Background: an optimization exercise with open tools, aiming at small area. Do not read the settings as production practice. The RTL was checked by simulation tests, not by an equivalence proof against the original design. Power figures rest on the tool's default switching activity, not on a simulated workload.

### run.sh
#!/bin/bash
# synth_recipe.tcl (not shown) runs the flow's synth.tcl, then flattens the netlist and writes it again
# the make line also repeats each setting of config.mk as NAME=value (left out here)
make -C /OpenROAD-flow-scripts/flow DESIGN_CONFIG=/design/flow/config.mk WORK_HOME=/design/flow/orfs CLKGATE_MAP_FILE= SYNTH_SCRIPT=/design/flow/synth_recipe.tcl finish
### config.mk
export PLATFORM = sky130hd
export DESIGN_NAME = top
export DESIGN_NICKNAME = top
export VERILOG_FILES = /design/flow/design.v
export SDC_FILE = /design/flow/constraint.sdc
export NUM_CORES = 4
export LEC_CHECK = 0
export CAP_MARGIN = 20
export CORE_MARGIN = 2
export CORE_UTILIZATION = 40
export SLEW_MARGIN = 20
### constraint.sdc
create_clock -name core_clock -period 5.0 [get_ports {pclk}]
set_input_delay 1.0000 -clock core_clock [delete_from_list [all_inputs] [get_ports {pclk}]]
set_output_delay 1.0000 -clock core_clock [all_outputs]
set_load 0.01 [all_outputs]
### design.v
module top 
(  
    input               pclk,
    input               presetn,
    input   [31 : 0]    paddr,
    input   [31 : 0]    pwdata,
    input               psel,
    input               pwrite,
    input               penable,
    output  [31 : 0]    prdata
);
  reg [3:0]  cntrl;  
  reg [31:0] reg1;  
  reg [31:0] reg2;  
  reg [31:0] reg3;  
  reg [31:0] reg4;  
  reg     [31 : 0]    rdata_tmp;    
    always @ (posedge pclk) 
      begin
        if( !presetn ) 
        begin
           cntrl    <= 4'h0;
           reg1     <= 32'h5A5A_5555;
           reg2     <= 32'h1234_9876;
           reg3     <= 32'hA5A5_0000;
           reg4     <= 32'h0000_FFFF;
          rdata_tmp <= 32'h00000000;
        end
        else if( psel && penable && pwrite )
        begin
            case( paddr )
                'h0     : cntrl <= pwdata;
                'h4     : reg1  <= pwdata; 
                'h8     : reg2  <= pwdata;
                'hc     : reg3  <= pwdata;
                'h10    : reg4  <= pwdata;
            endcase
        end
        else if (psel && penable && !pwrite )
         begin
           case( paddr )
                'h0     : rdata_tmp <= {28'h0000000,cntrl};
                'h4     : rdata_tmp <= reg1;
                'h8     : rdata_tmp <= reg2;
                'hc     : rdata_tmp <= reg3;
                'h10    : rdata_tmp <= reg4;
                default : rdata_tmp <= 32'h00000000;
            endcase 
         end      
    end   
assign prdata =  rdata_tmp;
endmodule
==> results.py, run 1 <==
metrics = {
    "sta": {
        "worstMarginPinSlew_ns": 0.9698,
        "setup_tns_ns": 0,
        "fin_crit_ns": 3.809,
        "worst_slack_ns": 1.191,
        "rsz0062_at_grt": "no",
        "finalHoldViolCount": 0,
        "hold_ws_ns": 0.4502,
        "finalCritPeriodShare": 0.7617,
        "fmax_mhz": 262.6,
        "clock_skew_ns": 0.01077,
        "slew_violations": 0,
        "slew_headroom": 0.3518,
        "finalSetupViolations": 0,
    },
    "floorplan": {
        "design.core.area_mm2": 0.01778,
        "pin_count": 101,
        "dieArea_mm2": 0.01906,
        "initial_core_util": 0.4044,
        "die_h_um": 138.1,
        "die_w_um": 138.1,
        "fp-row-count": 49,
    },
    "power_and_ir_drop": {
        "seqPwrFrac": 0.459,
        "switching_share": 0.2100,
        "leakage_nw": 3.249,
        "ir_worst_vdd_mv": 0.2460,
        "clkPwrFrac": 0.485,
        "p_per_area_mw_per_mm2": 318.5,
        "power_mw": 2.845,
        "combPwrFrac": 0.055,
        "p_switching_mw": 0.5974,
        "internal_power_mw": 2.248,
    },
    "global_routing": {
        "grt_start_max_net_pins": 104,
        "grt_pass1_wl_um": 30200,
        "grt_util_all_layers": 0.1983,
        "antenna_found_initial": 0,
        "grt_pass1_vias": 5749,
        "grt_overflow_total": 0,
    },
    "drt": {
        "wl_per_cell_um": 17.90,
        "vias": 5689,
        "drtIter0Drc": 248,
        "detail-route-antenna-nets": 0,
        "drtPass1Iterations": 6,
        "wl_um": 18940,
        "vias_per_cell": 5.377,
        "drcViolationCount": 0,
    },
    "finish": {
        "final_common_cell": "dfxtp_1",
        "layout_common_cells": "dfxtp_1 (164), mux2i_1 (157), nand2_1 (143)",
        "nNetsFinal": 885,
        "final_cells": 1058,
        "final_util": 0.5025,
        "synthToLayoutAreaGrowth_pct": 24.24,
        "diodes": 0,
        "final_cell_area_mm2": 0.008934,
        "drive_gt1_frac": 0.07720,
    },
    "synthesis": {
        "yosys_warnings": 1,
        "synth_seq_cells": 164,
        "seq_area_frac_synth": 0.4566,
        "yosys.cell_types.count": 32,
        "synthTopCellsByArea": "dfxtp_1 (46%), mux2i_1 (22%), nor2b_1 (7.5%), nand2_1 (7.5%), a221oi_1 (2.8%)",
        "syn-instance-count": 750,
        "syn-num-nets": 819,
        "yosysTopAreaCell": "dfxtp_1",
        "synth_area_per_cell_um2": 9.588,
        "yosys.area.top_type_share": 0.4566,
        "synthesis.area_mm2": 0.007191,
    },
    "worst_hold_path": {
        "hold_class": "reg -> reg",
        "worstHoldStart": "rdata_tmp[30]$_SDFFE_PN0P_",
    },
    "worst_setup_path": {
        "crit_chain": "clkdlybuf4s50_1, or4_4, nor4_1, and3_2, buf_12, mux2i_1",
        "critPathArrivalTime_ns": 4.15,
        "crit_type": "in -> reg",
        "r2r-start": "reg2[2]$_SDFFE_PN1P_",
        "startpoint": "paddr[4]",
        "critPathLaunchType": "input pin",
        "end_kind": "register",
        "critPathMaxFanout": 24,
        "cpMaxStageDelayCell": "or4_4",
        "cpPeakStageDelay_ns": 0.82,
        "required_ns": 5.34,
    },
    "clock_tree": {
        "clockRootBuffer": "clkbuf_16",
        "htreeDepth": 4,
        "cts.repair.resized": 0,
        "ctsHoldBuffers": 0,
        "cts_buffers": 17,
        "clock_path_buffers": 2,
        "clk_pin_slew_ns": 0.06,
        "clock_latency_ns": 0.43,
        "cts.sinks": 164,
        "post-cts-setup-buffers": 0,
        "cts_tree": "done",
    },
    "outcome": {
        "status": "timing/DRC/antenna clean",
    },
    "placed_design": {
        "dpl_cell_area_mm2": 0.008313,
        "dp.cells": 1026,
        "portBuffers": 100,
        "dpl.hpwl_um": 11870,
        "place_ws_ns": 0.8581,
        "gp_congestion": 0.8433,
    },
    "job": {
        "maxCapViolCount": 0,
    },
}
[worst max-delay path: cells and delay by family]
kind                   cells  cell delay (ns)
buffers and inverters      2             0.90
AND/OR/NAND/NOR            3             2.02
multiplexers               1             0.22
[path summary, 6_finish.rpt]
| path | end | slack [ns] | cells after the start |
|---|---|---|---|
| worst min-delay path | rdata_tmp[30]$_SDFFE_PN0P_ | 0.45 | 2 |
| worst max-delay path | reg1[3]$_SDFFE_PN0P_ | 1.19 | 6 |
| worst max register to register | rdata_tmp[2]$_SDFFE_PN0P_ | 3.79 | 3 |
| worst min register to register | rdata_tmp[30]$_SDFFE_PN0P_ | 0.45 | 2 |
[routing by layer]
layer | share of wire | global-route usage | vias to the layer above | routed length, um
met5 | 0 | 0 | - | 0
li1 | - | - | 2735 | -
met4 | 0.014 | 0.06821 | 0 | 261
met3 | 0.048 | 0.04122 | 23 | 912
met1 | 0.46 | 0.2547 | 2757 | 8729
met2 | 0.48 | 0.3327 | 174 | 9032
[synthesized netlist by cell type]
cell,number
dfxtp_1,164
mux2i_1,157
nand2_1,143
nor2b_1,86
clkbuf_1,45
o21ai_0,31
a221oi_1,23
nor3_1,21
nor4_1,13
buf_2,12
mux2_2,11
a222oi_1,8
buf_6,5
nand4_1,4
and3_1,3
and4_1,3
a211oi_1,2
inv_1,2
or2_2,2
or4_1,2
or4_4,2
a21boi_1,1
and2_1,1
buf_1,1
nand2b_1,1
nand3_1,1
nor2_1,1
nor3_2,1
nor4_4,1
o21ai_1,1
or2_4,1
or3b_2,1
[power groups by stage]
stage	clock network [mW]	registers (mW)	logic [mW]
after floorplan	0	1.34	0.0804
after global placement	0	1.34	0.155
after detailed placement	0	1.34	0.157
after CTS	1.41	1.31	0.158
after global routing	1.46	1.31	0.169
final	1.38	1.31	0.158
[registers in the layout (all words and copies together) (netlist names)]
register and flops:
cntrl 4, reg1 32, reg3 32, reg4 32, rdata_tmp 32, reg2 32
[cells by family (layout without fill, tap and decap cells)]
family,count (synthesis),after routing,share of synthesized area
muxes,168,168,0.2358
AOI/OAI and AO/OA,66,66,0.06455
buffers and inverters,65,144,0.04124
and+or+nand+nor,287,287,0.2018
DFF,164,164,0.4566
[cell type report]
type / instances / area [um2]
timing repair buffer: 110 / 1094
fill: 1621 / 8846
clock buffer: 24 / 471.7
sequential: 164 / 3283
multi-input combinational: 521 / 3642
tap: 229 / 286.5
clock inverter: 8 / 148.9
inverter: 2 / 7.507
==> run 2: changes to the inputs <==
==> design.v (replaced) <==
module top
(
    input               pclk,
    input               presetn,
    input   [31 : 0]    paddr,
    input   [31 : 0]    pwdata,
    input               psel,
    input               pwrite,
    input               penable,
    output  [31 : 0]    prdata
);
  reg [3:0]  cntrl;
  reg [31:0] reg1;
  reg [31:0] reg2;
  reg [31:0] reg3;
  reg [31:0] reg4;
  reg [2:0]  rsel;
  wire       hit = (paddr[31:5] == 27'd0) && (paddr[1:0] == 2'd0);
  wire [2:0] idx = paddr[4:2];
  always @(posedge pclk) begin
    if (!presetn) begin
      cntrl <= 4'h0;
      reg1  <= 32'h5A5A_5555;
      reg2  <= 32'h1234_9876;
      reg3  <= 32'hA5A5_0000;
      reg4  <= 32'h0000_FFFF;
    end else if (psel && penable && pwrite) begin
      case (paddr)
        'h0  : cntrl <= pwdata[3:0];
        'h4  : reg1  <= pwdata;
        'h8  : reg2  <= pwdata;
        'hc  : reg3  <= pwdata;
        'h10 : reg4  <= pwdata;
      endcase
    end
  end
  always @(posedge pclk) begin
    if (psel && penable) begin
      rsel[2] <= hit && (idx >= 3'd1) && (idx <= 3'd4);
      rsel[1] <= (idx == 3'd3) || (idx == 3'd4);
      rsel[0] <= hit ? ((idx == 3'd0) || (idx == 3'd2) || (idx == 3'd4)) : 1'b0;
    end
  end
  reg [31:0] rd;
  always @(*) begin
    case (rsel)
      3'b100:  rd = reg1;
      3'b101:  rd = reg2;
      3'b110:  rd = reg3;
      3'b111:  rd = reg4;
      3'b001:  rd = {28'h0, cntrl};
      default: rd = 32'h0;
    endcase
  end
  assign prdata = rd;
endmodule
==> results.py, run 2 <==
metrics = {
    "power_and_ir_drop": {
        "leakage_nw": 3.112,
        "ir_worst_vdd_mv": 0.2423,
        "power_mw": 2.591,
        "p_per_area_mw_per_mm2": 323.6,
    },
    "synthesis": {
        "synth_area_per_cell_um2": 9.980,
        "synthArstFlopShare": 0,
        "yosys_warnings": 1,
        "seq_area_frac_synth": 0.4339,
        "synthesis.area_mm2": 0.006297,
        "synthTopCellsByCount": "mux2i_1 (140), dfxtp_1 (132), nand2_1 (119)",
        "yosys.cell_types.count": 34,
        "synth_seq_cells": 135,
        "syn-num-nets": 700,
        "syn-instance-count": 631,
        "synthTopCellsByArea": "dfxtp_1 (42%), mux2i_1 (22%), nor2b_1 (8.5%), nand2_1 (7.1%), a221o_1 (4.5%)",
        "synth-edff-count": 3,
        "yosysTopAreaCell": "dfxtp_1",
        "yosys.area.top_type_share": 0.4196,
        "synth.most_common_cell": "mux2i_1",
        "synth_top_flop_cell": "dfxtp_1",
    },
    "sta": {
        "finalSetupViolations": 0,
        "worst_slack_ns": 0.8598,
        "finalHoldViolCount": 0,
        "fin_crit_ns": 4.140,
        "worstMarginPinSlew_ns": 0.9733,
        "finalCritPeriodShare": 0.8280,
        "slew_headroom": 0.3476,
        "clock_skew_ns": 0,
        "setup_tns_ns": 0,
        "hold_ws_ns": 0.4548,
        "slew_violations": 0,
        "rsz0062_at_grt": "no",
        "fmax_mhz": 241.5,
    },
    "worst_setup_path": {
        "critPathArrivalTime_ns": 3.14,
        "ff2ff_setup_slack_ns": 4.31,
        "required_ns": 4.00,
        "critPathLaunchType": "register",
        "end_kind": "output port",
        "r2r_cells": 2,
        "critPathMaxFanout": 20,
        "timing.rr.end": "reg2[21]$_SDFFE_PN1P_",
        "crit_type": "reg -> out",
        "r2r-start": "reg2[21]$_SDFFE_PN1P_",
    },
    "worst_hold_path": {
        "worstHoldStart": "reg1[7]$_SDFFE_PN0P_",
        "worstHoldPathCells": 2,
        "whs_endpoint": "reg1[7]$_SDFFE_PN0P_",
        "hold_class": "reg -> reg",
    },
    "finish": {
        "seq_area_mm2": 0.002733,
        "nNetsFinal": 781,
        "drive_gt1_frac": 0.07735,
        "multi_input_area_mm2": 0.003336,
        "final_common_cell": "mux2i_1",
        "diodes": 0,
        "synthToLayoutAreaGrowth_pct": 27.14,
        "layout_common_cells": "mux2i_1 (140), dfxtp_1 (132), nand2_1 (119)",
        "nFillCells": 1373,
    },
    "global_routing": {
        "grt_pass1_vias": 4920,
        "use_met2": 0.3300,
        "grt_start_max_net_pins": 92,
        "antenna_found_initial": 0,
        "grt_util_all_layers": 0.1965,
        "grt_overflow_total": 0,
        "met3_usage": 0.05367,
        "busiest_layer": "met2",
        "grt_pass1_wl_um": 25180,
        "gr-usage-met1": 0.2485,
    },
    "clock_tree": {
        "post-cts-setup-buffers": 0,
        "cts_tree": "done",
        "cts.repair.resized": 0,
        "htreeDepth": 4,
        "cts.sinks": 135,
        "clock_path_buffers": 2,
        "clock_latency_ns": 0.42,
        "clockRootBuffer": "clkbuf_16",
        "clk_pin_slew_ns": 0.05,
        "ctsHoldBuffers": 0,
        "cts_buffers": 17,
    },
    "drt": {
        "drtIter0Drc": 322,
        "vias": 4847,
        "wl_um": 15690,
        "drtPass1Iterations": 4,
        "vias_per_cell": 5.184,
        "detail-route-antenna-nets": 0,
        "drcViolationCount": 0,
        "wl_per_cell_um": 16.78,
    },
    "placed_design": {
        "place_ws_ns": 1.309,
        "gp_congestion": 0.7599,
        "portBuffers": 100,
        "dpl.hpwl_um": 9985,
    },
    "floorplan": {
        "fp-row-count": 45,
        "design.core.area_mm2": 0.01531,
        "pin_count": 101,
        "dieArea_mm2": 0.01676,
        "initial_core_util": 0.4112,
        "die_w_um": 129.5,
        "die_h_um": 129.5,
    },
    "job": {
        "maxCapViolCount": 0,
    },
    "outcome": {
        "status": "timing/DRC/antenna clean",
    },
}
run 2: area by class of cell:
class,instances,share of cell area
clock buffers,24,0.06267
clock inverters,7,0.01141
multi-input cells,447,0.4166
flip-flops and latches,135,0.3413
well taps,211,0.03297
repair buffers,111,0.1350
run 2: cells by family (layout without fill, tap and decap cells):
| group | count (synthesis) | after routing | share of synthesized area |
|---|---|---|---|
| AO/OA/AOI/OAI | 66 | 66 | 0.09239 |
| XOR/XNOR | 1 | 1 | 0.001391 |
| buffers and inverters | 49 | 142 | 0.03894 |
| flip-flops | 135 | 135 | 0.4339 |
| multiplexers | 140 | 140 | 0.2225 |
| AND/OR/NAND/NOR | 240 | 240 | 0.2108 |
run 2: through the flow:
step           instance area [um2]  cells  utilization
2_1_floorplan                 6297    631            -
3_3_place_gp                  7413    904       0.4841
3_5_place_dp                  7413    904       0.4841
4_1_cts                       8006    935       0.5228
5_1_grt                       8006    935       0.5228
6_report                      8006    935       0.5228
run 2: worst max path at each step:
stage	start	end	slack, ns
floorplan	rsel[0]$_SDFFCE_PN0P_	prdata[10]	2.39
global placement	rsel[1]$_DFFE_PP_	prdata[26]	1.30
detailed placement	rsel[1]$_DFFE_PP_	prdata[26]	1.31
CTS	rsel[1]$_DFFE_PP_	prdata[26]	0.85
global route	rsel[1]$_DFFE_PP_	prdata[30]	0.68
finish	rsel[1]$_DFFE_PP_	prdata[26]	0.86
run 2: critical path, cell delays in order (launching register included):
cell and delay, ns:
edfxtp_1 0.64, and3b_1 0.95, buf_4 0.33, a22o_1 0.15, a221o_1 0.11, clkdlybuf4s50_1 0.54
run 2: metal layers:
metal / wire length [um] / up-vias
li1: - / 2378
met4: 184 / 0
met5: 0 / -
met3: 703 / 15
met2: 7528 / 105
met1: 7270 / 2349
run 2: power breakdown:
group | internal, mW | total (mW) | switching, mW
Clock | 0.796 | 1.26 | 0.459
Sequential | 1.08 | 1.09 | 0.00570
Combinational | 0.134 | 0.248 | 0.114
==> run 3: changes to the inputs <==
--- a/design.v
+++ b/design.v
@@ -17,23 +17,17 @@
   reg [2:0]  rsel;
   wire       hit = (paddr[31:5] == 27'd0) && (paddr[1:0] == 2'd0);
   wire [2:0] idx = paddr[4:2];
-  always @(posedge pclk) begin
-    if (!presetn) begin
-      cntrl <= 4'h0;
-      reg1  <= 32'h5A5A_5555;
-      reg2  <= 32'h1234_9876;
-      reg3  <= 32'hA5A5_0000;
-      reg4  <= 32'h0000_FFFF;
-    end else if (psel && penable && pwrite) begin
-      case (paddr)
-        'h0  : cntrl <= pwdata[3:0];
-        'h4  : reg1  <= pwdata;
-        'h8  : reg2  <= pwdata;
-        'hc  : reg3  <= pwdata;
-        'h10 : reg4  <= pwdata;
-      endcase
-    end
-  end
+  wire       wr  = psel && penable && pwrite && hit;
+  wire en0 = !presetn || (wr && idx == 3'd0);
+  wire en1 = !presetn || (wr && idx == 3'd1);
+  wire en2 = !presetn || (wr && idx == 3'd2);
+  wire en3 = !presetn || (wr && idx == 3'd3);
+  wire en4 = !presetn || (wr && idx == 3'd4);
+  always @(posedge pclk) if (en0) cntrl <= presetn ? pwdata[3:0] : 4'h0;
+  always @(posedge pclk) if (en1) reg1  <= presetn ? pwdata : 32'h5A5A_5555;
+  always @(posedge pclk) if (en2) reg2  <= presetn ? pwdata : 32'h1234_9876;
+  always @(posedge pclk) if (en3) reg3  <= presetn ? pwdata : 32'hA5A5_0000;
+  always @(posedge pclk) if (en4) reg4  <= presetn ? pwdata : 32'h0000_FFFF;
   always @(posedge pclk) begin
     if (psel && penable) begin
       rsel[2] <= hit && (idx >= 3'd1) && (idx <= 3'd4);
--- a/config.mk
+++ b/config.mk
@@ -8,4 +8,6 @@
 export CAP_MARGIN = 20
 export CORE_MARGIN = 2
 export CORE_UTILIZATION = 40
+export CTS_BUF_LIST = sky130_fd_sc_hd__clkbuf_4 sky130_fd_sc_hd__clkbuf_8
+export CTS_CLUSTER_SIZE = 30
 export SLEW_MARGIN = 20
==> results.py, run 3 <==
metrics = {
    "sta": {
        "fmax_mhz": 256.4,
        "finalHoldViolCount": 0,
        "finalSetupViolations": 0,
        "finalCritPeriodShare": 0.7800,
        "slew_violations": 0,
        "slew_headroom": 0.4964,
        "rsz0062_at_grt": "no",
        "setup_tns_ns": 0,
        "worstMarginPinSlew_ns": 0.7554,
        "fin_crit_ns": 3.900,
    },
    "drt": {
        "wl_um": 11240,
        "drtPass1Iterations": 4,
        "detail-route-antenna-nets": 0,
        "wl_per_cell_um": 18.08,
        "vias_per_cell": 5.203,
        "drtIter0Drc": 288,
        "drcViolationCount": 0,
        "vias": 3236,
    },
    "synthesis": {
        "synth_area_per_cell_um2": 16.97,
        "synth-edff-count": 135,
        "synthesis.area_mm2": 0.005515,
        "yosys_warnings": 1,
        "synth_seq_cells": 135,
        "yosys.area.top_type_share": 0.7350,
        "synthTopCellsByCount": "edfxtp_1 (135), and2_1 (33), nand2b_1 (32)",
        "syn-instance-count": 325,
        "yosysTopAreaCell": "edfxtp_1",
        "synth_top_flop_cell": "edfxtp_1",
        "synth.most_common_cell": "edfxtp_1",
        "syn-num-nets": 394,
        "synthArstFlopShare": 0,
        "yosys.cell_types.count": 35,
        "seq_area_frac_synth": 0.7350,
        "synthTopCellsByArea": "edfxtp_1 (74%), a22o_1 (4.4%), and2_1 (3.7%), a221o_1 (3.6%), nand2b_1 (3.6%)",
    },
    "finish": {
        "final_cells": 622,
        "drive_gt1_frac": 0.1300,
        "nNetsFinal": 502,
        "diodes": 0,
        "nFillCells": 1166,
        "final_common_cell": "edfxtp_1",
        "synthToLayoutAreaGrowth_pct": 29.24,
        "layout_common_cells": "edfxtp_1 (135), clkdlybuf4s50_1 (99), and2_1 (33)",
    },
    "worst_setup_path": {
        "crit_end": "prdata[31]",
        "required_ns": 4.00,
        "crit_type": "reg -> out",
        "critPathMaxFanout": 16,
        "crit_chain": "and3_1, buf_4, a221o_1, clkdlybuf4s50_1",
        "critPathLaunchType": "register",
        "cpMaxStageDelayCell": "edfxtp_1",
        "critPathArrivalTime_ns": 2.90,
        "end_kind": "output port",
        "startpoint": "rsel[1]$_DFFE_PN_",
        "cpPeakStageDelay_ns": 0.69,
    },
    "clock_tree": {
        "clockRootBuffer": "clkbuf_8",
        "cts.repair.resized": 0,
        "ctsHoldBuffers": 0,
        "cts.sinks": 135,
        "cts_buffers": 17,
        "cts_tree": "done",
        "clock_path_buffers": 2,
        "htreeDepth": 4,
        "post-cts-setup-buffers": 0,
        "clk_pin_slew_ns": 0.07,
    },
    "power_and_ir_drop": {
        "internal_power_mw": 2.077,
        "ir_worst_vdd_mv": 0.1415,
        "p_per_area_mw_per_mm2": 367.1,
        "seqPwrFrac": 0.524,
        "combPwrFrac": 0.118,
        "leakage_nw": 2.464,
        "switching_share": 0.2062,
        "p_switching_mw": 0.5395,
        "power_mw": 2.617,
        "clkPwrFrac": 0.358,
    },
    "global_routing": {
        "grt_util_all_layers": 0.1631,
        "gr-usage-met1": 0.2101,
        "antenna_found_initial": 0,
        "busiest_layer": "met2",
        "grt_pass1_wl_um": 17770,
        "grt_overflow_total": 0,
        "grt_start_max_net_pins": 39,
        "grt_pass1_vias": 3406,
        "met3_usage": 0.05404,
        "use_met2": 0.2630,
    },
    "floorplan": {
        "fp-row-count": 42,
        "pin_count": 101,
        "initial_core_util": 0.4132,
        "design.core.area_mm2": 0.01335,
        "dieArea_mm2": 0.01474,
        "die_h_um": 121.4,
        "die_w_um": 121.4,
    },
    "worst_hold_path": {
        "worstHoldStart": "presetn",
        "worstHoldPathCells": 2,
        "hold_class": "in -> reg",
    },
    "outcome": {
        "status": "timing/DRC/antenna clean",
    },
    "job": {
        "maxCapViolCount": 0,
    },
    "placed_design": {
        "dpl.hpwl_um": 6898,
        "portBuffers": 100,
        "gp_congestion": 0.7477,
        "dp.cells": 590,
    },
}
## run 3: changes by cell type in the layout (fill, tap and decap cells not counted), sizes merged, moves of 4 or more
| cell | delta |
|---|---|
| mux2i | -137 |
| dfxtp | -132 |
| edfxtp | +132 |
| nand2 | -116 |
| nor2b | -86 |
| and2 | +32 |
| nand2b | +31 |
| o21ai | -7 |
| o31ai | +5 |
| clkinv | +4 |
| nand3 | -4 |
## run 3: how the worst min path moves through the flow
stage / endpoint
finish: reg1[30]$_SDFFCE_PN1P_
global route: reg3[24]$_SDFFCE_PN1P_
CTS: reg1[30]$_SDFFCE_PN1P_
detailed placement: reg3[24]$_SDFFCE_PN1P_
global placement: reg1[30]$_SDFFCE_PN1P_
floorplan: reg1[17]$_SDFFCE_PN1P_
## run 3: kinds of logic (layout without fill, tap and decap cells)
group	Yosys count	after routing	share of synthesized area
AND/OR/NAND/NOR	91	91	0.1032
flip-flops	135	135	0.7350
AO/OA/AOI/OAI	70	70	0.1157
XOR/XNOR	1	1	0.001588
multiplexers	7	7	0.01633
buffers and inverters	21	142	0.02813
## run 3: per-layer routing
layer / vias up / routed length, um
li1: 1537 / -
met4: 0 / 35
met1: 1586 / 4989
met2: 111 / 5485
met5: - / 0
met3: 2 / 732
## run 3: area by class of cell
class	instances	area [um2]	share of cell area
flip-flops and latches	135	4054	0.5687
well taps	176	220.2	0.03089
clock buffers	21	264.0	0.03704
inverters	1	3.754	0.0005266
repair buffers	109	1064	0.1492
multi-input cells	169	1368	0.1919
clock inverters	11	155.1	0.02177
## run 3: metrics by stage
stage	hold slack, ns	instance area [um2]	util	setup slack, ns
floorplan	1.178	5515	-	0.5183
global placement	1.630	6709	0.5026	1.478
detailed placement	1.646	6709	0.5026	1.447
CTS	1.185	7128	0.5340	0.9691
global route	1.211	7128	0.5340	0.8914
finish	1.202	7128	0.5340	1.100
## run 3: critical path: cells and delay by family (launching register included)
| family | cells | cell delay (ns) |
|---|---|---|
| DFF | 1 | 0.69 |
| buffers and inverters | 2 | 0.91 |
| AOI/OAI and AO/OA | 1 | 0.22 |
| and+or+nand+nor | 1 | 0.65 |
## run 3: power by group through the flow
| stage | Sequential, mW | Combinational (mW) | Clock (mW) |
|---|---|---|---|
| 2_1_floorplan | 1.39 | 0.155 | 0 |
| 3_3_place_gp | 1.39 | 0.313 | 0 |
| 3_5_place_dp | 1.40 | 0.314 | 0 |
| 4_1_cts | 1.37 | 0.316 | 0.960 |
| 5_1_grt | 1.38 | 0.336 | 1.01 |
| 6_report | 1.37 | 0.310 | 0.937 |
==> run 4: changes to the inputs <==
--- a/config.mk
+++ b/config.mk
@@ -8,6 +8,4 @@
 export CAP_MARGIN = 20
 export CORE_MARGIN = 2
 export CORE_UTILIZATION = 40
-export CTS_BUF_LIST = sky130_fd_sc_hd__clkbuf_4 sky130_fd_sc_hd__clkbuf_8
-export CTS_CLUSTER_SIZE = 30
 export SLEW_MARGIN = 20
==> results.py, run 4 <==
metrics = {
    "power_and_ir_drop": {
        "leakage_nw": 2.538,
        "p_per_area_mw_per_mm2": 401.4,
        "ir_worst_vdd_mv": 0.2253,
    },
    "synthesis": {
        "synth_top_flop_cell": "edfxtp_1",
        "synth.most_common_cell": "edfxtp_1",
        "yosys.cell_types.count": 35,
        "yosysTopAreaCell": "edfxtp_1",
        "synthArstFlopShare": 0,
        "synth_seq_cells": 135,
        "seq_area_frac_synth": 0.7350,
        "synth_area_per_cell_um2": 16.97,
        "yosys.area.top_type_share": 0.7350,
        "synthesis.area_mm2": 0.005515,
        "synthTopCellsByCount": "edfxtp_1 (135), and2_1 (33), nand2b_1 (32)",
        "synthTopCellsByArea": "edfxtp_1 (74%), a22o_1 (4.4%), and2_1 (3.7%), a221o_1 (3.6%), nand2b_1 (3.6%)",
        "synth-edff-count": 135,
        "syn-num-nets": 394,
        "syn-instance-count": 325,
        "yosys_warnings": 1,
    },
    "global_routing": {
        "grt_pass1_wl_um": 17920,
        "grt_pass1_vias": 3428,
        "antenna_found_initial": 0,
        "grt_overflow_total": 0,
        "grt_start_max_net_pins": 39,
        "grt_util_all_layers": 0.1636,
    },
    "finish": {
        "nFillCells": 1147,
        "seq_area_mm2": 0.004054,
        "nNetsFinal": 502,
        "layout_common_cells": "edfxtp_1 (135), clkdlybuf4s50_1 (99), and2_1 (33)",
        "multi_input_area_mm2": 0.001368,
        "drive_gt1_frac": 0.1211,
        "final_common_cell": "edfxtp_1",
        "diodes": 0,
        "synthToLayoutAreaGrowth_pct": 32.44,
    },
    "drt": {
        "vias": 3289,
        "drtPass1Iterations": 5,
        "wl_per_cell_um": 18.28,
        "vias_per_cell": 5.288,
        "drtIter0Drc": 254,
        "wl_um": 11370,
        "drcViolationCount": 0,
        "detail-route-antenna-nets": 0,
    },
    "sta": {
        "finalCritPeriodShare": 0.7830,
        "finalHoldViolCount": 0,
        "fin_crit_ns": 3.915,
        "slew_violations": 0,
        "worstMarginPinSlew_ns": 0.7442,
        "rsz0062_at_grt": "no",
        "slew_headroom": 0.5039,
        "setup_tns_ns": 0,
        "finalSetupViolations": 0,
        "worst_slack_ns": 1.085,
        "fmax_mhz": 255.4,
    },
    "placed_design": {
        "dpl.hpwl_um": 6898,
        "portBuffers": 100,
        "place_ws_ns": 1.447,
        "gp_congestion": 0.7477,
    },
    "clock_tree": {
        "htreeDepth": 4,
        "post-cts-setup-buffers": 0,
        "clk_pin_slew_ns": 0.05,
        "cts.repair.resized": 0,
        "ctsHoldBuffers": 0,
        "clockRootBuffer": "clkbuf_16",
        "cts_buffers": 17,
        "cts_tree": "done",
        "cts.sinks": 135,
        "clock_path_buffers": 2,
    },
    "floorplan": {
        "design.core.area_mm2": 0.01335,
        "die_w_um": 121.4,
        "pin_count": 101,
        "initial_core_util": 0.4132,
        "fp-row-count": 42,
        "dieArea_mm2": 0.01474,
        "die_h_um": 121.4,
    },
    "outcome": {
        "status": "timing/DRC/antenna clean",
    },
    "job": {
        "maxCapViolCount": 0,
    },
    "worst_setup_path": {
        "critPathArrivalTime_ns": 2.91,
        "end_kind": "output port",
        "critPathLaunchType": "register",
        "crit_type": "reg -> out",
        "critPathMaxFanout": 16,
        "required_ns": 4.00,
    },
    "worst_hold_path": {
        "hold_class": "in -> reg",
    },
}
run 4: cell counts after synthesis:
No cell type changed its count.
run 4: power by group:
part	total (mW)	internal (mW)	switching, mW
logic	0.311	0.175	0.137
registers	1.37	1.35	0.0261
clock network	1.25	0.826	0.423
total	2.93	2.35	0.586
run 4: routing by layer:
layer	part of all wire	vias up	global-route usage
met4	0.0082	0	0.04526
met3	0.060	11	0.05545
met2	0.47	106	0.2665
li1	-	1542	-
met5	0	-	0
met1	0.46	1630	0.2093
run 4: cell families after synthesis:
group                     after synthesis  share of synthesized area
DFF                                   135                     0.7350
AOI/OAI and AO/OA                      70                     0.1157
muxes                                   7                    0.01633
and+or+nand+nor                        91                     0.1032
xor gates and xnor gates                1                   0.001588
buffers and inverters                  21                    0.02813
run 4: worst paths after layout:
kind	depth (start not counted)	start	slack (ns)	end
worst max-delay path	4	rsel[1]$_DFFE_PN_	1.09	prdata[31]
worst min-delay path	2	presetn	1.21	reg3[24]$_SDFFCE_PN1P_
run 4: area by class of cell:
cell class,instances,share of cell area
clock buffers,21,0.06029
clock inverters,11,0.02124
inverters,1,0.0005139
multi-input cells,169,0.1872
flip-flops and latches,135,0.5550
well taps,176,0.03015
repair buffers,109,0.1456
run 4: metrics by stage:
step	power, mW	hold WS [ns]	std cells	cell area [um2]	utilization
finish	2.932	1.210	622	7305	0.5472
floorplan	1.543	1.178	325	5515	-
CTS	2.958	1.212	622	7305	0.5472
detailed placement	1.710	1.646	590	6709	0.5026
global placement	1.704	1.630	590	6709	0.5026
global route	3.037	1.249	622	7305	0.5472
run 4: critical path, stage by stage, from the launching register on:
cell	delay (ns)
edfxtp_1	0.70
and3_1	0.68
buf_4	0.36
a221o_1	0.21
clkdlybuf4s50_1	0.55
==> run 5: changes to the inputs <==
==> design.v (replaced) <==
module top
(
    input               pclk,
    input               presetn,
    input   [31 : 0]    paddr,
    input   [31 : 0]    pwdata,
    input               psel,
    input               pwrite,
    input               penable,
    output  [31 : 0]    prdata
);
  localparam [31:0] RST1 = 32'h5A5A_5555;
  localparam [31:0] RST2 = 32'h1234_9876;
  localparam [31:0] RST3 = 32'hA5A5_0000;
  localparam [31:0] RST4 = 32'h0000_FFFF;
  reg [3:0]  cntrl;
  reg [31:0] reg1;
  reg [31:0] reg2;
  reg [31:0] reg3;
  reg [31:0] reg4;
  reg [3:0]  wrt;
  reg [2:0]  rsel;
  wire       hit = (paddr[31:5] == 27'd0) && (paddr[1:0] == 2'd0);
  wire [2:0] idx = paddr[4:2];
  wire       wr  = psel && penable && pwrite && hit;
  always @(posedge pclk) begin
    if (!presetn) begin
      cntrl <= 4'h0;
      wrt   <= 4'h0;
    end else if (wr) begin
      case (idx)
        3'd0: cntrl  <= pwdata[3:0];
        3'd1: wrt[0] <= 1'b1;
        3'd2: wrt[1] <= 1'b1;
        3'd3: wrt[2] <= 1'b1;
        3'd4: wrt[3] <= 1'b1;
        default: ;
      endcase
    end
  end
  always @(posedge pclk) if (wr && idx == 3'd1) reg1 <= pwdata;
  always @(posedge pclk) if (wr && idx == 3'd2) reg2 <= pwdata;
  always @(posedge pclk) if (wr && idx == 3'd3) reg3 <= pwdata;
  always @(posedge pclk) if (wr && idx == 3'd4) reg4 <= pwdata;
  always @(posedge pclk) begin
    if (psel && penable) begin
      rsel[2] <= hit && (idx >= 3'd1) && (idx <= 3'd4);
      rsel[1] <= (idx == 3'd3) || (idx == 3'd4);
      rsel[0] <= hit ? ((idx == 3'd0) || (idx == 3'd2) || (idx == 3'd4)) : 1'b0;
    end
  end
  wire       s0 = (rsel == 3'b001);
  wire [3:0] s;
  assign s[0] = (rsel == 3'b100);
  assign s[1] = (rsel == 3'b101);
  assign s[2] = (rsel == 3'b110);
  assign s[3] = (rsel == 3'b111);
  wire [3:0] sv = s & wrt;
  wire [3:0] rv = s & ~wrt;
  wire [31:0] rd = ({32{sv[0]}} & reg1) | ({32{sv[1]}} & reg2)
                 | ({32{sv[2]}} & reg3) | ({32{sv[3]}} & reg4)
                 | ({32{rv[0]}} & RST1) | ({32{rv[1]}} & RST2)
                 | ({32{rv[2]}} & RST3) | ({32{rv[3]}} & RST4)
                 | {28'h0, {4{s0}} & cntrl};
  assign prdata = rd;
endmodule
--- a/config.mk
+++ b/config.mk
@@ -8,4 +8,6 @@
 export CAP_MARGIN = 20
 export CORE_MARGIN = 2
 export CORE_UTILIZATION = 40
+export CTS_BUF_LIST = sky130_fd_sc_hd__clkbuf_4 sky130_fd_sc_hd__clkbuf_8
+export CTS_CLUSTER_SIZE = 30
 export SLEW_MARGIN = 20
==> results.py, run 5 <==
metrics = {
    "synthesis": {
        "synthTopCellsByCount": "edfxtp_1 (131), nand2_1 (43), a222oi_1 (24)",
        "yosys.cell_types.count": 40,
        "yosys.area.top_type_share": 0.7382,
        "synth-edff-count": 131,
        "synth_seq_cells": 139,
        "seq_area_frac_synth": 0.7683,
        "syn-num-nets": 403,
        "synthesis.area_mm2": 0.005329,
        "synth.most_common_cell": "edfxtp_1",
        "synth_area_per_cell_um2": 15.95,
        "synth_top_flop_cell": "edfxtp_1",
        "synthArstFlopShare": 0,
        "yosysTopAreaCell": "edfxtp_1",
        "synthTopCellsByArea": "edfxtp_1 (74%), a222oi_1 (4.5%), nand2_1 (3.0%), dfxtp_1 (3.0%), o21ai_0 (1.6%)",
        "syn-instance-count": 334,
        "yosys_warnings": 1,
    },
    "clock_tree": {
        "cts_buffers": 17,
        "clk_pin_slew_ns": 0.07,
        "cts.repair.resized": 0,
        "cts.sinks": 139,
        "htreeDepth": 4,
        "post-cts-setup-buffers": 0,
        "clock_latency_ns": 0.43,
        "cts_tree": "done",
        "clock_path_buffers": 2,
        "ctsHoldBuffers": 0,
        "clockRootBuffer": "clkbuf_8",
    },
    "finish": {
        "final_util": 0.5294,
        "drive_gt1_frac": 0.1159,
        "synthToLayoutAreaGrowth_pct": 30.52,
        "nNetsFinal": 522,
        "seq_area_mm2": 0.004094,
        "multi_input_area_mm2": 0.001140,
        "nFillCells": 1126,
        "layout_common_cells": "edfxtp_1 (131), clkdlybuf4s50_1 (100), nand2_1 (43)",
        "diodes": 0,
        "final_common_cell": "edfxtp_1",
    },
    "sta": {
        "clock_skew_ns": 0,
        "rsz0062_at_grt": "no",
        "finalHoldViolCount": 0,
        "slew_violations": 0,
        "fmax_mhz": 231.6,
        "finalSetupViolations": 0,
        "finalCritPeriodShare": 0.8636,
        "slew_headroom": 0.4238,
        "setup_tns_ns": 0,
        "worstMarginPinSlew_ns": 0.8553,
        "fin_crit_ns": 4.318,
    },
    "worst_setup_path": {
        "worstSetupPathDepth": 6,
        "cpPeakStageDelay_ns": 0.71,
        "crit_type": "reg -> out",
        "required_ns": 4.00,
        "crit_chain": "nor3b_1, and2_1, buf_4, nand2_1, nand3_1, clkdlybuf4s50_1",
        "critPathMaxFanout": 19,
        "critPathArrivalTime_ns": 3.32,
        "end_kind": "output port",
        "critPathBufInv": 2,
        "ff2ff_setup_slack_ns": 4.30,
        "critPathLaunchType": "register",
        "cpMaxStageDelayCell": "nor3b_1",
        "crit_family": "simple AND/OR/NAND/NOR gates",
        "r2r_cells": 1,
        "timing.rr.end": "wrt[1]$_SDFFE_PN0P_",
        "r2r-start": "wrt[1]$_SDFFE_PN0P_",
    },
    "placed_design": {
        "gp_congestion": 0.7886,
        "dpl.hpwl_um": 7611,
        "portBuffers": 100,
    },
    "drt": {
        "drtPass1Iterations": 5,
        "drtIter0Drc": 320,
        "wl_um": 11630,
        "vias": 3420,
        "vias_per_cell": 5.327,
        "drcViolationCount": 0,
        "wl_per_cell_um": 18.11,
        "detail-route-antenna-nets": 0,
    },
    "worst_hold_path": {
        "whs_endpoint": "cntrl[0]$_SDFFE_PN0P_",
        "hold_class": "reg -> reg",
        "worstHoldPathCells": 2,
        "worstHoldStart": "cntrl[0]$_SDFFE_PN0P_",
    },
    "floorplan": {
        "pin_count": 101,
        "die_w_um": 119.4,
        "die_h_um": 119.4,
        "initial_core_util": 0.4056,
        "fp-row-count": 42,
        "dieArea_mm2": 0.01426,
        "design.core.area_mm2": 0.01314,
    },
    "outcome": {
        "status": "timing/DRC/antenna clean",
    },
    "power_and_ir_drop": {
        "power_mw": 2.277,
        "p_per_area_mw_per_mm2": 327.4,
        "ir_worst_vdd_mv": 0.1549,
        "leakage_nw": 2.293,
    },
    "global_routing": {
        "grt_pass1_vias": 3464,
        "grt_util_all_layers": 0.1699,
        "grt_start_max_net_pins": 26,
        "grt_pass1_wl_um": 18120,
        "antenna_found_initial": 0,
        "grt_overflow_total": 0,
    },
    "job": {
        "maxCapViolCount": 0,
    },
}
[run 5: kinds of logic after synthesis]
kind of cell	count (synthesis)	share of synthesized area
buf+inv	18	0.02183
compound gates	67	0.09814
flops	139	0.7683
simple gates	106	0.1043
mux	4	0.007514
[run 5: final cells by class]
type / instances / share of cell area
multi-input cells: 177 / 0.1639
flip-flops and latches: 139 / 0.5886
inverters: 3 / 0.001619
clock inverters: 13 / 0.01835
well taps: 176 / 0.03166
clock buffers: 19 / 0.03580
repair buffers: 115 / 0.1601
[run 5: worst min-delay path: cells and delay by family, from the launching register on]
family           cells  cell delay, ns
DFF                  1            0.31
and+or+nand+nor      1            0.05
muxes                1            0.05
[run 5: worst max path at each step]
stage               slack [ns]         startpoint                 to
global placement          1.13  rsel[1]$_DFFE_PP_          prdata[0]
detailed placement        1.13  rsel[1]$_DFFE_PP_          prdata[0]
floorplan                 0.37           paddr[6]  reg4[0]$_DFFE_PP_
global route              0.42  rsel[1]$_DFFE_PP_         prdata[31]
finish                    0.68  rsel[1]$_DFFE_PP_          prdata[0]
CTS                       0.64  rsel[1]$_DFFE_PP_          prdata[0]
[run 5: power by group]
part           switching, mW  total (mW)  internal [mW]
Combinational         0.0623       0.153         0.0907
Sequential           0.00324        1.27           1.27
Clock                  0.401       0.849          0.448
Total                  0.467        2.28           1.81
[run 5: per-stage QoR]
stage | cell area [um2] | hold slack (ns) | cells | worst slack, ns
after CTS | 6955 | 0.4617 | 642 | 0.6395
after detailed placement | 6579 | 0.4513 | 610 | 1.126
after global placement | 6579 | 0.4420 | 610 | 1.127
final | 6955 | 0.4616 | 642 | 0.6821
after floorplan | 5329 | 0.4344 | 334 | 0.3736
after global routing | 6955 | 0.4909 | 642 | 0.4151
[run 5: routing by layer]
layer	wire (um)	global-route usage	share of wire
met3	733	0.05220	0.063
met5	0	0	0
met2	5641	0.2744	0.49
met1	5124	0.2219	0.44
met4	125	0.05221	0.011
==> run 6: changes to the inputs <==
==> flow/run.sh (new file) <==
#!/bin/bash
# Standard ORFS layout (standard.sh, unchanged synthesis), with two changes:
#  - ports are buffered with the smallest buffer, sky130_fd_sc_hd__buf_1;
#  - CTS uses small clock buffers, larger sink clusters and no dummy loads.
set -euo pipefail
export BUFFER_PORTS_ARGS="-buffer_cell sky130_fd_sc_hd__buf_1"
export CTS_ARGS="-sink_clustering_enable -repair_clock_nets -dont_use_dummy_load -buf_list {sky130_fd_sc_hd__clkbuf_4 sky130_fd_sc_hd__clkbuf_8} -sink_clustering_size 30"
bash standard.sh > standard.log 2>&1
==> standard.sh (new file) <==
#!/bin/bash
# synth_recipe.tcl (not shown) runs the flow's synth.tcl, then flattens the netlist and writes it again
# the make line also repeats each setting of config.mk as NAME=value (left out here)
make -C /OpenROAD-flow-scripts/flow DESIGN_CONFIG=/design/flow/config.mk WORK_HOME=/design/flow/orfs CLKGATE_MAP_FILE= SYNTH_SCRIPT=/design/flow/synth_recipe.tcl "${@:-finish}"
--- a/config.mk
+++ b/config.mk
@@ -8,6 +8,4 @@
 export CAP_MARGIN = 20
 export CORE_MARGIN = 2
 export CORE_UTILIZATION = 40
-export CTS_BUF_LIST = sky130_fd_sc_hd__clkbuf_4 sky130_fd_sc_hd__clkbuf_8
-export CTS_CLUSTER_SIZE = 30
 export SLEW_MARGIN = 20
removed: run.sh
==> results.py, run 6 <==
metrics = {
    "outcome": {
        "status": "timing/DRC/antenna clean",
    },
    "worst_hold_path": {
        "worstHoldStart": "cntrl[0]$_SDFFE_PN0P_",
        "whs_endpoint": "cntrl[0]$_SDFFE_PN0P_",
        "hold_class": "reg -> reg",
        "worstHoldPathCells": 2,
    },
    "synthesis": {
        "synth_area_per_cell_um2": 15.95,
        "synth_seq_cells": 139,
        "yosys_warnings": 1,
        "synth.most_common_cell": "edfxtp_1",
        "yosys.cell_types.count": 40,
        "synthTopCellsByCount": "edfxtp_1 (131), nand2_1 (43), a222oi_1 (24)",
        "synth_top_family_by_area": "simple AND/OR/NAND/NOR gates",
        "seq_area_frac_synth": 0.7683,
        "yosysTopAreaCell": "edfxtp_1",
        "synthesis.area_mm2": 0.005329,
        "syn-num-nets": 403,
        "synth-simple-area-share": 0.1042,
        "synth_mux_area_frac": 0.007514,
        "synthArstFlopShare": 0,
        "synth_top_flop_cell": "edfxtp_1",
        "synthTopCellsByArea": "edfxtp_1 (74%), a222oi_1 (4.5%), nand2_1 (3.0%), dfxtp_1 (3.0%), o21ai_0 (1.6%)",
        "yosys.area.top_type_share": 0.7382,
        "synth_adder_area_share": 0,
        "synth-edff-count": 131,
        "syn-instance-count": 334,
        "synth_compound_area_frac": 0.09815,
        "synth-xor-area-share": 0,
    },
    "sta": {
        "finalHoldViolCount": 0,
        "fin_crit_ns": 3.986,
        "rsz0062_at_grt": "no",
        "finalCritPeriodShare": 0.7972,
        "worst_slack_ns": 1.014,
        "clock_skew_ns": 0,
        "worstMarginPinSlew_ns": 0.7814,
        "fmax_mhz": 250.9,
        "slew_headroom": 0.4791,
        "hold_ws_ns": 0.4616,
        "slew_violations": 0,
        "setup_tns_ns": 0,
        "finalSetupViolations": 0,
    },
    "power_and_ir_drop": {
        "leakage_nw": 1.932,
        "seqPwrFrac": 0.639,
        "power_mw": 1.999,
        "p_per_area_mw_per_mm2": 324.6,
        "internal_power_mw": 1.604,
        "combPwrFrac": 0.046,
        "clkPwrFrac": 0.315,
        "p_switching_mw": 0.3948,
        "ir_worst_vdd_mv": 0.1356,
        "switching_share": 0.1975,
    },
    "clock_tree": {
        "cts_tree": "done",
        "clock_path_buffers": 2,
        "cts.repair.resized": 0,
        "clock_latency_ns": 0.41,
        "clk_pin_slew_ns": 0.06,
        "cts_buffers": 17,
        "ctsHoldBuffers": 0,
        "cts.sinks": 139,
        "post-cts-setup-buffers": 0,
        "htreeDepth": 4,
        "clockRootBuffer": "clkbuf_8",
    },
    "finish": {
        "diodes": 0,
        "nNetsFinal": 518,
        "layout_common_cells": "edfxtp_1 (131), buf_1 (100), nand2_1 (43)",
        "nFillCells": 1218,
        "drive_gt1_frac": 0.07830,
        "synthToLayoutAreaGrowth_pct": 15.54,
        "final_common_cell": "edfxtp_1",
        "final_util": 0.4687,
    },
    "worst_setup_path": {
        "critPathMaxFanout": 17,
        "r2r-start": "wrt[1]$_SDFFE_PN0P_",
        "r2r_cells": 1,
        "crit_type": "reg -> out",
        "ff2ff_setup_slack_ns": 4.27,
        "critPathLaunchType": "register",
        "crit_family": "simple AND/OR/NAND/NOR gates",
        "critPathArrivalTime_ns": 2.99,
        "crit_chain": "nor3b_1, and2_1, buf_4, a222oi_1, nand2_1, buf_1",
        "cpMaxStageDelayCell": "nor3b_1",
        "critPathBufInv": 2,
        "cpPeakStageDelay_ns": 0.66,
        "end_kind": "output port",
        "timing.rr.end": "wrt[1]$_SDFFE_PN0P_",
        "required_ns": 4.00,
    },
    "placed_design": {
        "place_ws_ns": 1.423,
        "gp_congestion": 0.7420,
        "dpl.hpwl_um": 7561,
        "portBuffers": 100,
    },
    "drt": {
        "drcViolationCount": 0,
        "vias_per_cell": 5.429,
        "drtIter0Drc": 363,
        "drtPass1Iterations": 5,
        "wl_um": 11630,
        "vias": 3382,
        "detail-route-antenna-nets": 0,
        "wl_per_cell_um": 18.67,
    },
    "global_routing": {
        "grt_start_max_net_pins": 33,
        "grt_pass1_wl_um": 18370,
        "antenna_found_initial": 0,
        "grt_util_all_layers": 0.1721,
        "grt_overflow_total": 0,
        "grt_pass1_vias": 3446,
    },
    "floorplan": {
        "dieArea_mm2": 0.01426,
        "fp-row-count": 42,
        "initial_core_util": 0.4056,
        "design.core.area_mm2": 0.01314,
        "pin_count": 101,
        "die_w_um": 119.4,
        "die_h_um": 119.4,
    },
    "job": {
        "maxCapViolCount": 0,
    },
}
run 6: area by class of cell:
class | instances | area (um2) | area share
sequential | 139 | 4094 | 0.6649
multi-input combinational | 177 | 1140 | 0.1851
timing repair buffer | 111 | 457.9 | 0.07438
clock buffer | 17 | 234.0 | 0.03800
tap | 176 | 220.2 | 0.03577
inverter | 3 | 11.26 | 0.001829
run 6: how the worst max path moves through the flow:
stage                                  from                 to  cells past startpoint
after floorplan                    paddr[6]  reg4[0]$_DFFE_PP_                      5
after global placement    rsel[1]$_DFFE_PP_         prdata[16]                      6
after detailed placement  rsel[1]$_DFFE_PP_         prdata[16]                      6
after CTS                 rsel[1]$_DFFE_PP_         prdata[16]                      6
after global routing      rsel[1]$_DFFE_PP_         prdata[23]                      6
final                     rsel[1]$_DFFE_PP_         prdata[16]                      6
run 6: layer usage:
| metal | global-route usage | routed length (um) |
|---|---|---|
| met1 | 0.2281 | 5075 |
| met2 | 0.2683 | 5770 |
| met3 | 0.05460 | 723 |
| met4 | 0.06176 | 61 |
| met5 | 0 | 0 |
run 6: power groups by stage:
stage / registers, mW / clock network [mW] / logic (mW)
after floorplan: 1.30 / 0 / 0.0410
after global placement: 1.30 / 0 / 0.0915
after detailed placement: 1.30 / 0 / 0.0936
after CTS: 1.28 / 0.648 / 0.0940
after global routing: 1.28 / 0.705 / 0.104
final: 1.28 / 0.629 / 0.0921
run 6: cell families after synthesis:
kind of cell / Yosys count
flip-flops: 139
AND/OR/NAND/NOR: 106
AO/OA/AOI/OAI: 67
buffers and inverters: 18
multiplexers: 4
run 6: metrics by stage:
| step | cell area (um2) | instances |
|---|---|---|
| 6_report | 6157 | 623 |
| 5_1_grt | 6157 | 623 |
| 4_1_cts | 6157 | 623 |
| 3_5_place_dp | 5923 | 606 |
| 3_3_place_gp | 5923 | 606 |
| 2_1_floorplan | 5329 | 334 |
==> run 7: changes to the inputs <==
==> flow/run.sh (replaced) <==
#!/bin/bash
# Standard ORFS layout (standard.sh, with the standard flow's synthesis script), with these changes:
#  - ports are buffered with the smallest buffer, sky130_fd_sc_hd__buf_1;
#  - CTS uses small clock buffers, larger sink clusters and no dummy loads.
# Each tool's output is in orfs/logs; make's output is in standard.log.
set -euo pipefail
here=$(pwd)
rm -rf "$here/scripts_local"
cp -r "$FLOW_HOME/scripts" "$here/scripts_local"
cp "$here/flow/abc_area.script" "$here/scripts_local/abc_area.script"
export SCRIPTS_DIR="$here/scripts_local"
export BUFFER_PORTS_ARGS="-buffer_cell sky130_fd_sc_hd__buf_1"
export CTS_ARGS="-sink_clustering_enable -repair_clock_nets -dont_use_dummy_load -buf_list {sky130_fd_sc_hd__clkbuf_4 sky130_fd_sc_hd__clkbuf_8} -sink_clustering_size 30"
bash standard.sh > standard.log 2>&1
==> flow/abc_area.script (new file) <==
&get -n
&st
&syn2
&dch -f
&nf -p -F 10 -A 10 -a -R 1000
&put
topo
dnsize -c
--- a/config.mk
+++ b/config.mk
@@ -5,6 +5,7 @@
 export SDC_FILE = /design/flow/constraint.sdc
 export NUM_CORES = 4
 export LEC_CHECK = 0
+export ABC_AREA = 1
 export CAP_MARGIN = 20
 export CORE_MARGIN = 2
 export CORE_UTILIZATION = 40
==> results.py, run 7 <==
metrics = {
    "global_routing": {
        "met3_usage": 0.05760,
        "use_met2": 0.2946,
        "grt_pass1_vias": 3215,
        "grt_util_all_layers": 0.1727,
        "grt_overflow_total": 0,
        "grt_start_max_net_pins": 34,
        "gr-usage-met1": 0.2071,
        "antenna_found_initial": 0,
        "grt_pass1_wl_um": 16850,
        "busiest_layer": "met2",
    },
    "worst_hold_path": {
        "worstHoldPathCells": 2,
        "whs_endpoint": "cntrl[1]$_SDFFE_PN0P_",
        "hold_class": "reg -> reg",
        "worstHoldStart": "cntrl[1]$_SDFFE_PN0P_",
    },
    "power_and_ir_drop": {
        "p_per_area_mw_per_mm2": 332.4,
        "leakage_nw": 1.865,
        "ir_worst_vdd_mv": 0.1974,
    },
    "finish": {
        "nNetsFinal": 494,
        "synthToLayoutAreaGrowth_pct": 19.53,
        "layout_common_cells": "edfxtp_1 (131), buf_1 (100), nand2_1 (34)",
        "final_common_cell": "edfxtp_1",
        "diodes": 0,
        "final_util": 0.4840,
        "drive_gt1_frac": 0.08274,
        "final_cells": 595,
    },
    "sta": {
        "fin_crit_ns": 3.735,
        "hold_ws_ns": 0.4858,
        "worstMarginPinSlew_ns": 1.088,
        "finalCritPeriodShare": 0.7470,
        "slew_headroom": 0.2694,
        "setup_tns_ns": 0,
        "worst_slack_ns": 1.265,
        "finalHoldViolCount": 0,
        "finalSetupViolations": 0,
        "fmax_mhz": 267.7,
        "slew_violations": 0,
        "rsz0062_at_grt": "no",
        "clock_skew_ns": 0,
    },
    "synthesis": {
        "syn-num-nets": 366,
        "synth_top_flop_cell": "edfxtp_1",
        "synth.most_common_cell": "edfxtp_1",
        "synthTopCellsByArea": "edfxtp_1 (78%), a222oi_1 (5.6%), dfxtp_1 (3.2%), nand2_1 (2.5%), a21oi_1 (1.6%)",
        "syn-instance-count": 297,
        "yosysTopAreaCell": "edfxtp_1",
        "yosys_warnings": 1,
        "synth_adder_area_share": 0,
        "synthArstFlopShare": 0,
        "synth-edff-count": 131,
        "synth-xor-area-share": 0.001735,
        "synthesis.area_mm2": 0.005047,
        "yosys.cell_types.count": 23,
        "synth_area_per_cell_um2": 16.99,
        "synth_top_family_by_area": "compound AO/OA/AOI/OAI gates",
        "synth_compound_area_frac": 0.09817,
        "synth_seq_cells": 139,
        "seq_area_frac_synth": 0.8111,
        "yosys.area.top_type_share": 0.7794,
        "synth_mux_area_frac": 0,
        "synthTopCellsByCount": "edfxtp_1 (131), nand2_1 (34), a222oi_1 (28)",
        "synth-simple-area-share": 0.08899,
    },
    "clock_tree": {
        "ctsHoldBuffers": 0,
        "clock_latency_ns": 0.42,
        "cts.sinks": 139,
        "clk_pin_slew_ns": 0.06,
        "cts_buffers": 17,
        "post-cts-setup-buffers": 0,
        "htreeDepth": 4,
        "clock_path_buffers": 2,
        "cts_tree": "done",
        "cts.repair.resized": 0,
        "clockRootBuffer": "clkbuf_8",
    },
    "job": {
        "maxCapViolCount": 0,
    },
    "floorplan": {
        "die_w_um": 116.3,
        "pin_count": 101,
        "die_h_um": 116.3,
        "design.core.area_mm2": 0.01247,
        "fp-row-count": 41,
        "dieArea_mm2": 0.01353,
        "initial_core_util": 0.4049,
    },
    "drt": {
        "wl_um": 11220,
        "drtPass1Iterations": 5,
        "vias_per_cell": 5.417,
        "drtIter0Drc": 290,
        "wl_per_cell_um": 18.85,
        "drcViolationCount": 0,
        "detail-route-antenna-nets": 0,
        "vias": 3223,
    },
    "worst_setup_path": {
        "r2r_cells": 1,
        "end_kind": "output port",
        "critPathMaxFanout": 21,
        "crit_type": "reg -> out",
        "required_ns": 4.00,
        "r2r-start": "wrt[0]$_SDFFE_PN0P_",
        "ff2ff_setup_slack_ns": 4.37,
        "critPathLaunchType": "register",
        "critPathArrivalTime_ns": 2.73,
        "timing.rr.end": "wrt[0]$_SDFFE_PN0P_",
    },
    "placed_design": {
        "portBuffers": 100,
        "gp_congestion": 0.7320,
        "dp.cells": 576,
        "dpl.hpwl_um": 6904,
        "place_ws_ns": 1.601,
    },
    "outcome": {
        "status": "timing/DRC/antenna clean",
    },
}
[run 7: cell count changes after synthesis, sizes merged, moves of 3 or more]
cell | before | now
o21ai | 17 | 4
a21oi | 4 | 16
buf | 10 | 0
nand2 | 43 | 34
nor2 | 9 | 18
a22o | 5 | 0
clkbuf | 5 | 0
a222oi | 24 | 28
a22oi | 5 | 9
mux2i | 4 | 0
nor3 | 9 | 5
a221o | 3 | 0
inv | 3 | 0
o22ai | 3 | 0
[run 7: area by class of cell]
cell class / count / area (um2)
sequential: 139 / 4094
tap: 172 / 215.2
clock buffer: 17 / 234.0
timing repair buffer: 109 / 475.5
fill: 1077 / 6432
multi-input combinational: 158 / 1015
[run 7: through the flow]
stage / cell area (um2) / total power [mW]
after floorplan: 5047 / 1.336
after global placement: 5752 / 1.394
after detailed placement: 5752 / 1.396
after CTS: 5986 / 2.024
after global routing: 6033 / 2.087
final: 6033 / 2.006
[run 7: worst max path at each step]
stage | start | endpoint
floorplan | paddr[28] | reg1[0]$_DFFE_PP_
global placement | paddr[6] | reg3[18]$_DFFE_PP_
detailed placement | paddr[6] | reg3[18]$_DFFE_PP_
CTS | rsel[1]$_DFFE_PP_ | prdata[20]
global route | rsel[1]$_DFFE_PP_ | prdata[5]
finish | rsel[1]$_DFFE_PP_ | prdata[5]
[run 7: power by group]
group          total [mW]  internal, mW  leakage (nW)  switching, mW
clock               0.635         0.299         0.122          0.336
combinational      0.0946        0.0313         0.503         0.0633
sequential           1.28          1.27          1.24        0.00319
total                2.01          1.60          1.86          0.403
[run 7: cells by family (layout without fill, tap and decap cells)]
group / after synthesis / in the layout
AO/OA/AOI/OAI: 63 / 63
XOR/XNOR: 1 / 1
buffers and inverters: 0 / 126
flip-flops: 139 / 139
AND/OR/NAND/NOR: 94 / 94
[run 7: critical path, stage by stage, from the launching register on]
cell	delay [ns]
edfxtp_1	0.53
nand2_1	0.13
nor3b_2	0.76
buf_4	0.40
a222oi_1	0.15
nand3_1	0.17
buf_1	0.16
[run 7: layer usage]
| layer | vias up | part of all wire |
|---|---|---|
| met2 | 121 | 0.50 |
| met4 | 0 | 0.014 |
| met5 | - | 0 |
| met1 | 1586 | 0.42 |
| li1 | 1501 | - |
| met3 | 15 | 0.063 |
==> run 8: changes to the inputs <==
--- a/flow/run.sh
+++ b/flow/run.sh
@@ -10,5 +10,5 @@
 cp "$here/flow/abc_area.script" "$here/scripts_local/abc_area.script"
 export SCRIPTS_DIR="$here/scripts_local"
 export BUFFER_PORTS_ARGS="-buffer_cell sky130_fd_sc_hd__buf_1"
-export CTS_ARGS="-sink_clustering_enable -repair_clock_nets -dont_use_dummy_load -buf_list {sky130_fd_sc_hd__clkbuf_4 sky130_fd_sc_hd__clkbuf_8} -sink_clustering_size 30"
+export CTS_ARGS="-sink_clustering_enable -repair_clock_nets -dont_use_dummy_load -buf_list {sky130_fd_sc_hd__clkbuf_4} -sink_clustering_size 30"
 bash standard.sh > standard.log 2>&1
==> results.py, run 8 <==
metrics = {
    "outcome": {
        "status": "timing/DRC/antenna clean",
    },
    "floorplan": {
        "die_h_um": 116.3,
        "design.core.area_mm2": 0.01247,
        "initial_core_util": 0.4049,
        "fp-row-count": 41,
        "pin_count": 101,
        "dieArea_mm2": 0.01353,
        "die_w_um": 116.3,
    },
    "clock_tree": {
        "cts.repair.resized": 0,
        "cts_buffers": 17,
        "cts.sinks": 139,
        "cts_tree": "done",
        "ctsHoldBuffers": 0,
        "clock_latency_ns": 0.50,
        "clk_pin_slew_ns": 0.09,
        "clockRootBuffer": "clkbuf_4",
        "htreeDepth": 4,
        "clock_path_buffers": 2,
        "post-cts-setup-buffers": 0,
    },
    "synthesis": {
        "synth_top_family_by_area": "compound AO/OA/AOI/OAI gates",
        "syn-num-nets": 366,
        "synthTopCellsByArea": "edfxtp_1 (78%), a222oi_1 (5.6%), dfxtp_1 (3.2%), nand2_1 (2.5%), a21oi_1 (1.6%)",
        "yosys.area.top_type_share": 0.7794,
        "synthesis.area_mm2": 0.005047,
        "synth_top_flop_cell": "edfxtp_1",
        "synthArstFlopShare": 0,
        "seq_area_frac_synth": 0.8111,
        "synth_area_per_cell_um2": 16.99,
        "synth_adder_area_share": 0,
        "yosysTopAreaCell": "edfxtp_1",
        "yosys.cell_types.count": 23,
        "synth_seq_cells": 139,
        "yosys_warnings": 1,
        "synth-edff-count": 131,
        "synth-simple-area-share": 0.08899,
        "synth.most_common_cell": "edfxtp_1",
        "synthTopCellsByCount": "edfxtp_1 (131), nand2_1 (34), a222oi_1 (28)",
        "syn-instance-count": 297,
        "synth-xor-area-share": 0.001735,
        "synth_mux_area_frac": 0,
        "synth_compound_area_frac": 0.09817,
    },
    "finish": {
        "layout_common_cells": "edfxtp_1 (131), buf_1 (100), nand2_1 (34)",
        "final_common_cell": "edfxtp_1",
        "diodes": 0,
        "nNetsFinal": 494,
        "final_cell_area_mm2": 0.005927,
        "drive_gt1_frac": 0.08274,
        "final_cells": 595,
        "synthToLayoutAreaGrowth_pct": 17.43,
    },
    "sta": {
        "fin_crit_ns": 3.836,
        "finalHoldViolCount": 0,
        "rsz0062_at_grt": "no",
        "fmax_mhz": 260.7,
        "worstMarginPinSlew_ns": 1.112,
        "finalCritPeriodShare": 0.7672,
        "finalSetupViolations": 0,
        "setup_tns_ns": 0,
        "slew_violations": 0,
        "slew_headroom": 0.2531,
        "worst_slack_ns": 1.164,
        "clock_skew_ns": 0,
    },
    "global_routing": {
        "gr-usage-met1": 0.2075,
        "grt_overflow_total": 0,
        "use_met2": 0.2934,
        "grt_util_all_layers": 0.1718,
        "antenna_found_initial": 0,
        "grt_pass1_wl_um": 16770,
        "grt_start_max_net_pins": 34,
        "met3_usage": 0.04670,
        "busiest_layer": "met2",
        "grt_pass1_vias": 3188,
    },
    "worst_setup_path": {
        "required_ns": 4.00,
        "startpoint": "rsel[1]$_DFFE_PP_",
        "ff2ff_setup_slack_ns": 4.37,
        "r2r_cells": 1,
        "critPathMaxFanout": 21,
        "critPathLaunchType": "register",
        "end_kind": "output port",
        "timing.rr.end": "wrt[0]$_SDFFE_PN0P_",
        "critPathArrivalTime_ns": 2.84,
        "crit_end": "prdata[5]",
        "crit_type": "reg -> out",
        "r2r-start": "wrt[0]$_SDFFE_PN0P_",
    },
    "power_and_ir_drop": {
        "p_per_area_mw_per_mm2": 310.4,
        "power_mw": 1.840,
        "ir_worst_vdd_mv": 0.2297,
        "leakage_nw": 1.821,
    },
    "placed_design": {
        "place_ws_ns": 1.601,
        "gp_congestion": 0.7320,
        "dpl.hpwl_um": 6904,
        "portBuffers": 100,
        "dp.cells": 576,
        "dpl_cell_area_mm2": 0.005752,
    },
    "job": {
        "maxCapViolCount": 0,
    },
    "drt": {
        "drtIter0Drc": 277,
        "vias_per_cell": 5.365,
        "detail-route-antenna-nets": 0,
        "wl_per_cell_um": 18.85,
        "wl_um": 11210,
        "vias": 3192,
        "drtPass1Iterations": 6,
        "drcViolationCount": 0,
    },
    "worst_hold_path": {
        "hold_class": "reg -> reg",
    },
}
==> run 8: cell count changes in the layout (fill, tap and decap cells not counted) <==
cell      change
clkbuf_4     +17
clkbuf_8     -17
==> run 8: power breakdown <==
group	internal (mW)	leakage [nW]	switching [mW]	total (mW)
clock	0.155	0.0782	0.316	0.471
sequential	1.27	1.24	0.00322	1.27
combinational	0.0313	0.503	0.0635	0.0949
==> run 8: logic make-up (layout without fill, tap and decap cells) <==
kind of cell / after synthesis / count (layout)
simple gates: 94 / 94
xor+xnor: 1 / 1
compound gates: 63 / 63
buf+inv: 0 / 126
flops: 139 / 139
==> run 8: worst min path at each step <==
stage / from / endpoint / slack [ns] / depth (start not counted)
after global placement: cntrl[1]$_SDFFE_PN0P_ / cntrl[1]$_SDFFE_PN0P_ / 0.46 / 2
final: cntrl[1]$_SDFFE_PN0P_ / cntrl[1]$_SDFFE_PN0P_ / 0.49 / 2
after floorplan: wrt[0]$_SDFFE_PN0P_ / wrt[0]$_SDFFE_PN0P_ / 0.45 / 1
after CTS: cntrl[1]$_SDFFE_PN0P_ / cntrl[1]$_SDFFE_PN0P_ / 0.50 / 2
after global routing: cntrl[1]$_SDFFE_PN0P_ / cntrl[1]$_SDFFE_PN0P_ / 0.51 / 2
after detailed placement: cntrl[1]$_SDFFE_PN0P_ / cntrl[1]$_SDFFE_PN0P_ / 0.48 / 2
==> run 8: final cells by class <==
type | count | area, um2
multi-input cells | 158 | 1015
repair buffers | 109 | 475.5
clock buffers | 17 | 127.6
fillers | 1106 | 6539
well taps | 172 | 215.2
flip-flops and latches | 139 | 4094
==> run 8: stage by stage <==
| stage | utilization | hold WS, ns |
|---|---|---|
| CTS | 0.4716 | 0.4967 |
| finish | 0.4755 | 0.4917 |
| global route | 0.4755 | 0.5133 |
| detailed placement | 0.4614 | 0.4752 |
| global placement | 0.4614 | 0.4647 |
| floorplan | - | 0.4548 |
==> run 8: critical path, cell delays in order (launching register included) <==
cell	delay, ns
edfxtp_1	0.54
nand2_1	0.13
nor3b_2	0.75
buf_4	0.41
a222oi_1	0.15
nand3_1	0.17
buf_1	0.16
==> run 8: layer usage <==
layer  routed length, um  vias to the layer above
met5                   0                        -
met4                 167                        0
met3                 709                       16
met2                5644                      116
met1                4691                     1554
li1                    -                     1506

re-timing with driven ports:
How much do the figures lean on ideal ports? The routed layouts below were timed once more, with nothing changed but the port constraints. Step 1 sets driving cells, clkbuf_16 on the clock port and buf_2 on the other inputs (assumed; they add their load-dependent delay and slew). Step 2 adds t to the input delays and takes it off the output delays; t is the mean of the earliest and latest rising clock arrival at the registers after step 1. Input paths then give back, and output paths get back, about the clock's delay inside the block. Slacks: ideal / step 1 / step 2; pairs: ideal / step 1.
run	t, ns	slack for setup (ns)	clock arrival spread, ns	slew at the worst register clock pin (ns)	worst data-port slew with drivers (ns)
run 1	0.466	1.191 / 1.209 / 0.744	0.011 / 0.011	0.06 / 0.06	0.04
run 2	0.459	0.860 / 0.818 / 1.277	0.008 / 0.008	0.06 / 0.06	0.06
run 3	0.445	1.100 / 1.067 / 1.512	0.012 / 0.013	0.07 / 0.07	0.05
run 4	0.441	1.085 / 1.047 / 1.488	0.008 / 0.009	0.06 / 0.06	0.05
run 5	0.459	0.682 / 0.648 / 1.106	0.007 / 0.007	0.07 / 0.07	0.05
run 6	0.445	1.014 / 0.979 / 1.424	0.025 / 0.025	0.08 / 0.08	0.05
run 7	0.450	1.265 / 1.234 / 1.684	0.018 / 0.018	0.07 / 0.07	0.06
run 8	0.532	1.164 / 1.135 / 1.666	0.029 / 0.029	0.11 / 0.11	0.06
After both steps every run listed still meets setup and hold. The setup slack of run 1, which loses most, moves by +0.018 ns with the drivers and by -0.447 ns with both steps.
